Background: an optimization exercise with open tools, aiming at small area. Do not read the settings as production practice.
In this exercise RTL edits were held to simulation tests only and were not proved equivalent to the original.
The flow treats the clock pin as an ideal source. Dropping or thinning the clock tree relies on that and would not hold on a real chip.
No activity file was given, so power comes from the tool's default toggle rates.

## job 103
==> module top_module, before the edit <==
module top_module
(
    CLK, RSTn, LED_Out
);
    input CLK;
    input RSTn;
    output [3:0] LED_Out;
    localparam [13:0] P = 14'b10101010101011;
    reg  [13:0] y;                      
    wire [13:0] r = y ^ P;
    reg [2:0]  g;
    reg [1:0]  s;
    wire [4:0] nq;                      
    wire tick  = (r == 14'd0);
    wire h     = ~(r[3] | r[4] | r[5] | r[11]);
    wire stall = tick & ((~s[0] & ~s[1] & ~g[0] & g[1]));       
    wire fb    = (r[13] ^ r[0] ^ h) & ~stall;
    wire rst_st = (g[1] == 1'b0) & (g[0] == 1'b0);
    always @(posedge CLK)
        y <= (rst_st ? 14'd1 : {r[12:0], fb}) ^ P;
    assign nq[0] = (s[1] & g[0]) | (s[1] & g[1] & ~g[2]);
    assign nq[1] = (~g[0] & ~g[1]) | (~s[0]);
    assign nq[2] = (~g[0] & ~g[1]) | (g[0] & g[1]) | (g[2]) | (s[0] & g[0]) | (s[1] & g[0]);
    assign nq[3] = (~g[0]) | (~s[0] & ~s[1] & ~g[1]) | (s[0] & g[1]) | (s[1] & g[1]);
    assign nq[4] = (~s[0] & ~s[1] & g[1] & ~g[2]) | (g[0] & ~g[1] & g[2]) | (s[1] & g[0] & g[2]) | (s[0] & g[0] & g[2]);
    always @(posedge CLK or negedge RSTn)
        if (!RSTn) begin
            g[1] <= 1'b0;
            g[0] <= 1'b0;
        end else if (tick | rst_st) begin
            g[1] <= nq[3];
            g[0] <= nq[2];
        end
    always @(posedge CLK)
        if (tick | rst_st) begin
            g[2] <= nq[4];
            s    <= nq[1:0];
        end
    assign LED_Out[0] = (g[1]);
    assign LED_Out[1] = (~s[0] & s[1] & g[0] & ~g[2]) | (~g[0] & g[1]) | (~s[1] & g[1]) | (s[0] & g[1]);
    assign LED_Out[2] = (s[1] & g[0] & ~g[2]) | (~g[0] & g[1]) | (~s[1] & g[1]);
    assign LED_Out[3] = (s[0] & g[0] & ~g[2]) | (s[1] & g[0] & ~g[2]) | (~g[0] & g[1]) | (~s[0] & ~s[1] & g[1]);
endmodule
clock: 10.0 ns
lec_check: 0
cap_margin: 20
core_area: 2 2 62 62
die_area: 0 0 64 64
place_density: 0.85
slew_margin: 20
standard.sh (not shown) runs the stock make flow with config.mk's settings and CLKGATE_MAP_FILE= SYNTH_SCRIPT=/design/flow/synth_recipe.tcl, a recipe that flattens the netlist after the stock synthesis.
==> flow/flow/run.sh <==
#!/bin/bash
# Standard flow, with the combinational logic of the standard synthesis
# re-mapped by ABC for area (registers untouched; best of eight seeds), the
# ports buffered with small buffers and a one-buffer clock tree
# (flow/pre_cts.tcl).
set -euo pipefail
HERE=$(pwd)
R=$HERE/orfs/results/$FLOW_PLATFORM/top_module/base
LIB=$FLOW_HOME/platforms/sky130hd/lib/sky130_fd_sc_hd__tt_025C_1v80.lib

bash standard.sh synth > "$HERE/log_synth.txt" 2>&1

cp "$R/1_2_yosys.v" "$HERE/1_2_yosys.std.v"
# the platform's don't-use cells (lpflow_*, probes, spare cell) stay unused
DONTUSE=$(grep -oE 'cell *\("?sky130_fd_sc_hd__(lpflow_|probe|macro_sparecell)[a-z0-9_]*' "$LIB" \
          | sed -E 's/.*(sky130_fd_sc_hd__[a-z0-9_]*)/-dont_use \1/' | sort -u | tr '\n' ' ')
# ABC is run with eight random seeds; the smallest netlist is kept
for S in 0 1 2 3 4 5 6 7; do
  sed "s/&deepsyn -J 200 -T 120/\&deepsyn -J 200 -T 120 -S $S/" flow/abc_area.script > "$HERE/abc_area_$S.script"
  sed -e "s|{LIB}|$LIB|g" -e "s|{IN}|$HERE/1_2_yosys.std.v|" -e "s|{DONTUSE}|$DONTUSE|" \
      -e "s|{OUT}|$HERE/1_2_yosys.remap_$S.v|" -e "s|{SCRIPT}|$HERE/abc_area_$S.script|" \
      flow/remap.ys > "$HERE/remap_$S.ys"
  yosys -q -l "$HERE/log_remap_$S.txt" -s "$HERE/remap_$S.ys" > /dev/null &
done
wait
BEST=$(for S in 0 1 2 3 4 5 6 7; do
         A=$(grep 'Chip area' "$HERE/log_remap_$S.txt" | tail -1 | awk '{print $NF}' || true)
         if [[ -n "$A" && -s "$HERE/1_2_yosys.remap_$S.v" ]]; then echo "$A $S"; fi
       done | sort -g | head -1 | awk '{print $2}')
echo "remap: seed $BEST" > "$HERE/log_remap_choice.txt"
cp "$HERE/1_2_yosys.remap_$BEST.v" "$HERE/1_2_yosys.remap.v"
cp "$HERE/1_2_yosys.remap.v" "$R/1_2_yosys.v"
rm -f "$R/1_synth.odb" "$R/1_synth.sdc"

# ports get buf_1
export BUFFER_PORTS_ARGS="-buffer_cell sky130_fd_sc_hd__buf_1"
export PRE_CTS_TCL="$HERE/flow/pre_cts.tcl"
bash standard.sh finish > "$HERE/log_finish.txt" 2>&1
Other scripts of this flow, unchanged in this note and not shown: flow/flow/abc_area.script, flow/flow/pre_cts.tcl, flow/flow/remap.ys
What job 105 does differently from job 103 at the input level:
==> flow/design.v <==
module top_module
(
    CLK, RSTn, LED_Out
);
    input CLK;
    input RSTn;
    output [3:0] LED_Out;
    localparam [13:0] P = 14'b10101010101011;
    reg  [13:0] y;                      
    wire [13:0] r = y ^ P;
    reg [2:0]  g;
    reg [1:0]  s;
    wire [4:0] nq;                      
    wire tick  = (r == 14'd0);
    wire h     = ~(r[3] | r[4] | r[5] | r[11]);
    wire stall = tick & ((s[0] & s[1] & g[0] & g[2]));       
    wire fb    = (r[13] ^ r[0] ^ h) & ~stall;
    wire rst_st = (g[2] == 1'b0) & (g[1] == 1'b1);
    always @(posedge CLK)
        y <= (rst_st ? 14'd1 : {r[12:0], fb}) ^ P;
    assign nq[0] = (s[1]) | (g[1] & ~g[2]) | (g[0] & g[1]);
    assign nq[1] = (~s[0] & ~g[1]) | (~s[0] & g[2]);
    assign nq[2] = (s[0] & s[1] & ~g[1] & ~g[2]) | (g[0] & ~g[1]);
    assign nq[3] = (g[1] & ~g[2]) | (s[0] & s[1] & g[0] & g[2]) | (~s[1] & g[1]) | (~s[0] & g[1]);
    assign nq[4] = (s[0] & s[1] & g[0]) | (g[1]) | (~s[1] & g[2]) | (~s[0] & g[2]);
    always @(posedge CLK or negedge RSTn)
        if (!RSTn) begin
            g[2] <= 1'b0;
            g[1] <= 1'b1;
        end else if (tick | rst_st) begin
            g[2] <= nq[4];
            g[1] <= nq[3];
        end
    always @(posedge CLK)
        if (tick | rst_st) begin
            g[0] <= nq[2];
            s    <= nq[1:0];
        end
    assign LED_Out[0] = (~g[0] & ~g[1] & ~g[2]) | (g[0] & g[2]) | (g[1] & g[2]);
    assign LED_Out[1] = (~s[0] & ~g[0] & ~g[1] & ~g[2]) | (s[1] & ~g[0] & ~g[1] & ~g[2]) | (s[0] & ~s[1] & g[0] & ~g[1]) | (g[0] & g[2]) | (g[1] & g[2]);
    assign LED_Out[2] = (s[1] & ~g[0] & ~g[1] & ~g[2]) | (~s[1] & g[0] & ~g[1]) | (g[0] & g[2]) | (g[1] & g[2]);
    assign LED_Out[3] = (s[0] & s[1] & ~g[0] & ~g[1] & ~g[2]) | (~s[1] & g[0] & ~g[1]) | (~s[0] & g[0] & ~g[1]) | (g[0] & g[2]) | (g[1] & g[2]);
endmodule
[summary]
- The peak clock frequency supported by timing of job 105 exceeds that of job 103 by 6.9%.
- Job 105 vs job 103 on worst slew margin relative to its limit: job 105 is the lower one.
- Relative to job 103, post-layout total power has decreased by about 0.9% in job 105.
- Diff job 103 -> job 105: sum of routed wire segments on met1 went down by about 14%, initial core utilization ~0 delta.
- For layout overhead on the synthesized area, job 103 and job 105 come out practically identical.
- Met3 wire length (job 105 vs. job 103) decreases by a little under 10%
- Job 103 leaves less setup margin than job 105.
- For sequential fraction of total cell area, job 103 and job 105 come out practically identical.
- In job 105, sequential fraction of design power is higher than in job 103.
- Re largest driver fanout on the critical path: job 105 is 1 down on job 103.
No run of this note takes its clock network from TritonCTS; it comes from the design's own scripts or RTL.

afterwards: timing with drivers on the ports:
No port has a modelled driver above. Below, the same layouts with a new extraction and two added sets of constraints. Step 1 (the two cells are an assumption about what drives the block):
set clk [get_ports {CLK}]
set_driving_cell -lib_cell sky130_fd_sc_hd__clkbuf_16 $clk
set_driving_cell -lib_cell sky130_fd_sc_hd__buf_2 [delete_from_list [all_inputs] $clk]
Step 2, shift: input delay + t, output delay - t, t = (earliest + latest rising clock arrival at the registers) / 2. This alone moves slack from input paths to output paths. Three values: ideal ports, drivers, drivers and shift; two values: the first two.
| run | t, ns | setup WS [ns] | latest minus earliest clock arrival (ns) | worst register clock-pin slew, ns | worst slew at a driven data input, ns |
|---|---|---|---|---|---|
| job 103 | 0.160 | 6.153 / 6.131 / 6.291 | 0.005 / 0.004 | 0.11 / 0.11 | 0.03 |
| job 105 | 0.157 | 6.402 / 6.378 / 6.535 | 0.001 / 0.001 | 0.11 / 0.11 | 0.03 |
After both steps every run listed still meets setup and hold.
